From an optimization exercise on the open Yosys and OpenROAD flow, aimed at small area; shortcuts taken in it are not production practice.
RTL that was checked went through simulation tests only; none was proved equivalent to the original.
The clock input has no modelled driver; a real chip could not lean on it and would need a root buffer or a full tree.
Power figures rest on the tool's default switching activity, not on a simulated workload.

Design led_controller, start of the top module:
module led_controller # (
    parameter T0H = 30,
    parameter T1H = 60,
    parameter T0L = 90,
    parameter T1L = 60,
    parameter TRST = 8000,
    parameter ADDR_WIDTH = 32,
    parameter PIXEL_WIDTH = 24,
    parameter PIXEL_OFFSET = 4
)(
        input wire clk,
        input wire aresetn,
        input wire [ADDR_WIDTH - 1:0] dout,
        output wire [ADDR_WIDTH - 1:0] addr,
        output wire en,
        output wire led_data,
        output wire [3:0] web,
        output wire rst
    );
Size in the first run: ~450 cells after synthesis, ~110 flip-flops, about 73 I/O pins, roughly 4800 µm² of cells after synthesis.
clock: 10.0 ns
lec_check: 0
cap_margin: 20
core_margin: 2
core_utilization: 40
slew_margin: 20
standard.sh (not shown) runs the stock make flow with config.mk's settings and CLKGATE_MAP_FILE= SYNTH_SCRIPT=/design/flow/synth_recipe.tcl, a recipe that flattens the netlist after the stock synthesis.
==> flow/flow/run.sh <==
#!/bin/bash
# Layout flow: the standard ORFS flow (standard.sh) with three changes:
# * synthesis maps the logic with an area-recovering ABC script (flow/area.abc)
#   instead of ORFS's delay script; everything else in synthesis, including
#   the registers, is the standard synthesis (synth_recipe.tcl);
# * the input and output ports are buffered with the smallest buffer;
# * the clock tree is built from clkbuf_8 cells, without dummy loads;
# * the constant outputs share one tie cell.
# Each tool's output goes to ORFS's logs (orfs/logs/...); make's output to
# flow_make.log here.
set -euo pipefail
W=$PWD
sed 's#^\( *\)log_cmd abc {\*}\$abc_args#\1set abc_args [lreplace $abc_args 1 1 '"$W"'/flow/area.abc]\n\1log_cmd abc {*}$abc_args#' \
    "$FLOW_HOME/scripts/synth.tcl" > my_synth.tcl
grep -q "flow/area.abc" my_synth.tcl
sed "s#source \$::env(SCRIPTS_DIR)/synth.tcl#source $W/my_synth.tcl#" synth_recipe.tcl > my_synth_recipe.tcl
grep -q "my_synth.tcl" my_synth_recipe.tcl
sed "s#SYNTH_SCRIPT=[^ ]*#SYNTH_SCRIPT=$W/my_synth_recipe.tcl#" standard.sh > my_standard.sh
grep -q "my_synth_recipe.tcl" my_standard.sh
export BUFFER_PORTS_ARGS="-buffer_cell sky130_fd_sc_hd__buf_1"
export SKIP_REPAIR_TIE_FANOUT=1
export CTS_ARGS="${CTS_ARGS_OVERRIDE:--sink_clustering_enable -repair_clock_nets -dont_use_dummy_load -buf_list sky130_fd_sc_hd__clkbuf_8}"
bash my_standard.sh > flow_make.log 2>&1
==> flow/flow/area.abc <==
&get -n
&st
&deepsyn -T 30
&dch -f
&nf -R 1000 -p
&put
topo
Then changed:
Settings changed: CAP_MARGIN 20 to 5, GPL_TIMING_DRIVEN from default to 0, SLEW_MARGIN 20 to 5.
The changed run produced a clean layout.
Non-clock buffer count goes up by 36.
Synthesized cell count does not change.
Final cell count grows by 5.7%.
Sequential power shrinks by about 1%.
Critical path depth does not change.
Design area climbs by 5.9%.
Core utilization came out higher by 2.5 points.
Clock skew came out lower by 0.020 ns.
Then changed:
Settings changed: CAP_MARGIN 5 to 10, GPL_TIMING_DRIVEN 0 to default, SLEW_MARGIN 5 to 10.
Outcome: The changed run ran to the end with no violations; worst setup slack improves by 0.16 ns; first-iteration DRC count drops by 16%; cell area fell by 5.5%.
Then changed:
--- a/flow/flow/run.sh
+++ b/flow/flow/run.sh
@@ -7,2 +7 @@
-# * the clock tree is built from clkbuf_8 cells, without dummy loads;
-# * the constant outputs share one tie cell.
+# * the clock tree is built from clkbuf_8 cells, without dummy loads.
@@ -21 +19,0 @@
-export SKIP_REPAIR_TIE_FANOUT=1
Settings changed: CAP_MARGIN 10 to 20, SLEW_MARGIN 10 to 20.
Synthesized area is unchanged.
Setup slack gets worse by 0.053 ns.
Final cell count climbs slightly.

---

== run 3 ==
led_controller, a different RTL version from the one above (not shown whole).
Size in the first run: roughly 73 I/O pins.
==> flow/config.mk <==
export PLATFORM = sky130hd
export DESIGN_NAME = led_controller
export DESIGN_NICKNAME = led_controller
export VERILOG_FILES = /design/flow/design.v
export SDC_FILE = /design/flow/constraint.sdc
export NUM_CORES = 4
export LEC_CHECK = 0
export CAP_MARGIN = 0
export CORE_MARGIN = 2
export CORE_UTILIZATION = 40
export SLEW_MARGIN = 0
==> flow/constraint.sdc <==
create_clock -name core_clock -period 10.0 [get_ports {clk}]
set_input_delay 2.0000 -clock core_clock [delete_from_list [all_inputs] [get_ports {clk}]]
set_output_delay 2.0000 -clock core_clock [all_outputs]
set_load 0.01 [all_outputs]
==> flow/flow/run.sh <==
#!/bin/bash
# Layout flow: the standard ORFS flow (standard.sh) with these changes:
# * synthesis maps the logic with an area-recovering ABC script (flow/area.abc)
#   instead of ORFS's delay script; everything else in synthesis, including
#   the registers, is the standard synthesis (synth_recipe.tcl), except
#   that adders are left to ABC rather than premapped to half-adder cells;
# * the input and output ports are buffered with the smallest buffer;
# * the constant outputs share one tie cell;
# * after ORFS's clock tree synthesis, flow/clocktree.tcl rebuilds the clock
#   tree as one level of four buffers fed by the clock port, each driving the
#   flip-flops of one quarter of the layout; routing and the rest then run as
#   usual (with their timing repair).
# make's output goes to flow_make.log, the clock tree step's to clocktree.log;
# each ORFS step's own log is under orfs/logs/.
set -euo pipefail
W=$PWD
sed 's#^\( *\)log_cmd abc {\*}\$abc_args#\1set abc_args [lreplace $abc_args 1 1 '"$W"'/flow/area.abc]\n\1log_cmd abc {*}$abc_args#' \
    "$FLOW_HOME/scripts/synth.tcl" > my_synth.tcl
grep -q "flow/area.abc" my_synth.tcl
sed "s#source \$::env(SCRIPTS_DIR)/synth.tcl#source $W/my_synth.tcl#" synth_recipe.tcl > my_synth_recipe.tcl
grep -q "my_synth.tcl" my_synth_recipe.tcl
sed "s#SYNTH_SCRIPT=[^ ]*#SYNTH_SCRIPT=$W/my_synth_recipe.tcl#" standard.sh > my_standard.sh
grep -q "my_synth_recipe.tcl" my_standard.sh
export BUFFER_PORTS_ARGS="-buffer_cell sky130_fd_sc_hd__buf_1"
export SKIP_REPAIR_TIE_FANOUT=1
export ADDER_MAP_FILE=
export CTS_ARGS="-sink_clustering_enable -repair_clock_nets -dont_use_dummy_load -buf_list sky130_fd_sc_hd__clkbuf_8"
bash my_standard.sh synth floorplan place cts > flow_make.log 2>&1
R=orfs/results/$FLOW_PLATFORM/led_controller/base
LIB_FILE=$FLOW_HOME/platforms/$FLOW_PLATFORM/lib/sky130_fd_sc_hd__tt_025C_1v80.lib \
PLATFORM_DIR=$FLOW_HOME/platforms/$FLOW_PLATFORM \
IN_ODB=$R/4_cts.odb IN_SDC=$R/4_cts.sdc OUT_ODB=$R/4_cts.odb \
NLEAF=4 LEAF_BUF=sky130_fd_sc_hd__buf_12 CLK_PORT=clk \
    openroad -no_init -exit flow/clocktree.tcl > clocktree.log 2>&1
bash my_standard.sh finish >> flow_make.log 2>&1
Other scripts of this flow, unchanged in this note and not shown: flow/flow/area.abc, flow/flow/clocktree.tcl
Relative to run 3, the following input files were edited for run 1:
# run 3
export LEC_CHECK = 0
export CAP_MARGIN = 0
export CORE_MARGIN = 2
export CORE_UTILIZATION = 40
export SLEW_MARGIN = 0
create_clock -name core_clock -period 10.0 [get_ports {clk}]
# run 1
export LEC_CHECK = 0
export CAP_MARGIN = 20
export CORE_MARGIN = 2
export CORE_UTILIZATION = 40
export SLEW_MARGIN = 20
create_clock -name core_clock -period 10.0 [get_ports {clk}]
Findings:
- The flow did not stop early for run 1: all stages ran, and the layout cleared the timing, design-rule and antenna checks.
- Between run 1 and run 3, the final area does not differ in any meaningful way.
- There was hardly any difference in synthesis-to-layout area growth between run 3 and run 1.
- Comparing run 3 against run 1, there is no change at all in period utilization.
- As far as worst endpoint data arrival time is concerned, run 3 and run 1 perform about the same.
- Summary of run 1 over run 3: placed instance count ~0 delta; utilization ~0 delta; power ~0 delta; number of buffers inserted to repair setup after CTS ~0 delta.
- Summary of run 1 over run 3: setup slack stayed essentially flat; highest attainable clock frequency level.
No run of this note included a check of the RTL's function; only the layout flow was run. No run of this note takes its clock network from TritonCTS; it comes from the design's own scripts or RTL.

[separate check: timing with driven ports]
In the flow no input, the clock included, has a driving cell. The finished layouts below were timed again as built, in two steps. Step 1: set_driving_cell puts a clkbuf_16 on clk and a buf_2 on each other input, an assumption about the parent block. Step 2 moves the port delays by t, midway between the first and last clock arrival at a register: inputs arrive t later, outputs are due t later. That takes back most of the time a late clock gives input paths. Slacks: no drivers / after step 1 / after step 2; pairs: no drivers / after step 1.
| run | shift t [ns] | setup WS [ns] | hold WS [ns] | worst setup path at the end | worst register clock-pin slew, ns |
|---|---|---|---|---|---|
| the first run of note 1 | 0.395 | 4.476 / 4.444 / 4.624 | 0.517 / 0.517 / 0.517 | register to register | 0.11 / 0.11 |
| the second run of note 1 | 0.396 | 4.312 / 4.280 / 4.444 | 0.505 / 0.505 / 0.505 | register to register | 0.10 / 0.10 |
| the third run of note 1 | 0.395 | 4.476 / 4.444 / 4.624 | 0.517 / 0.517 / 0.517 | register to register | 0.11 / 0.11 |
| the fourth run of note 1 | 0.392 | 4.422 / 4.391 / 4.614 | 0.507 / 0.507 / 0.507 | register to register | 0.11 / 0.11 |
| run 3 | 0.221 | 3.599 / 3.598 / 3.598 | 0.534 / 0.534 / 0.534 | register to register | 0.11 / 0.11 |
| run 1 | 0.221 | 3.599 / 3.598 / 3.598 | 0.534 / 0.534 / 0.534 | register to register | 0.11 / 0.11 |
After both steps every run listed still meets setup and hold.
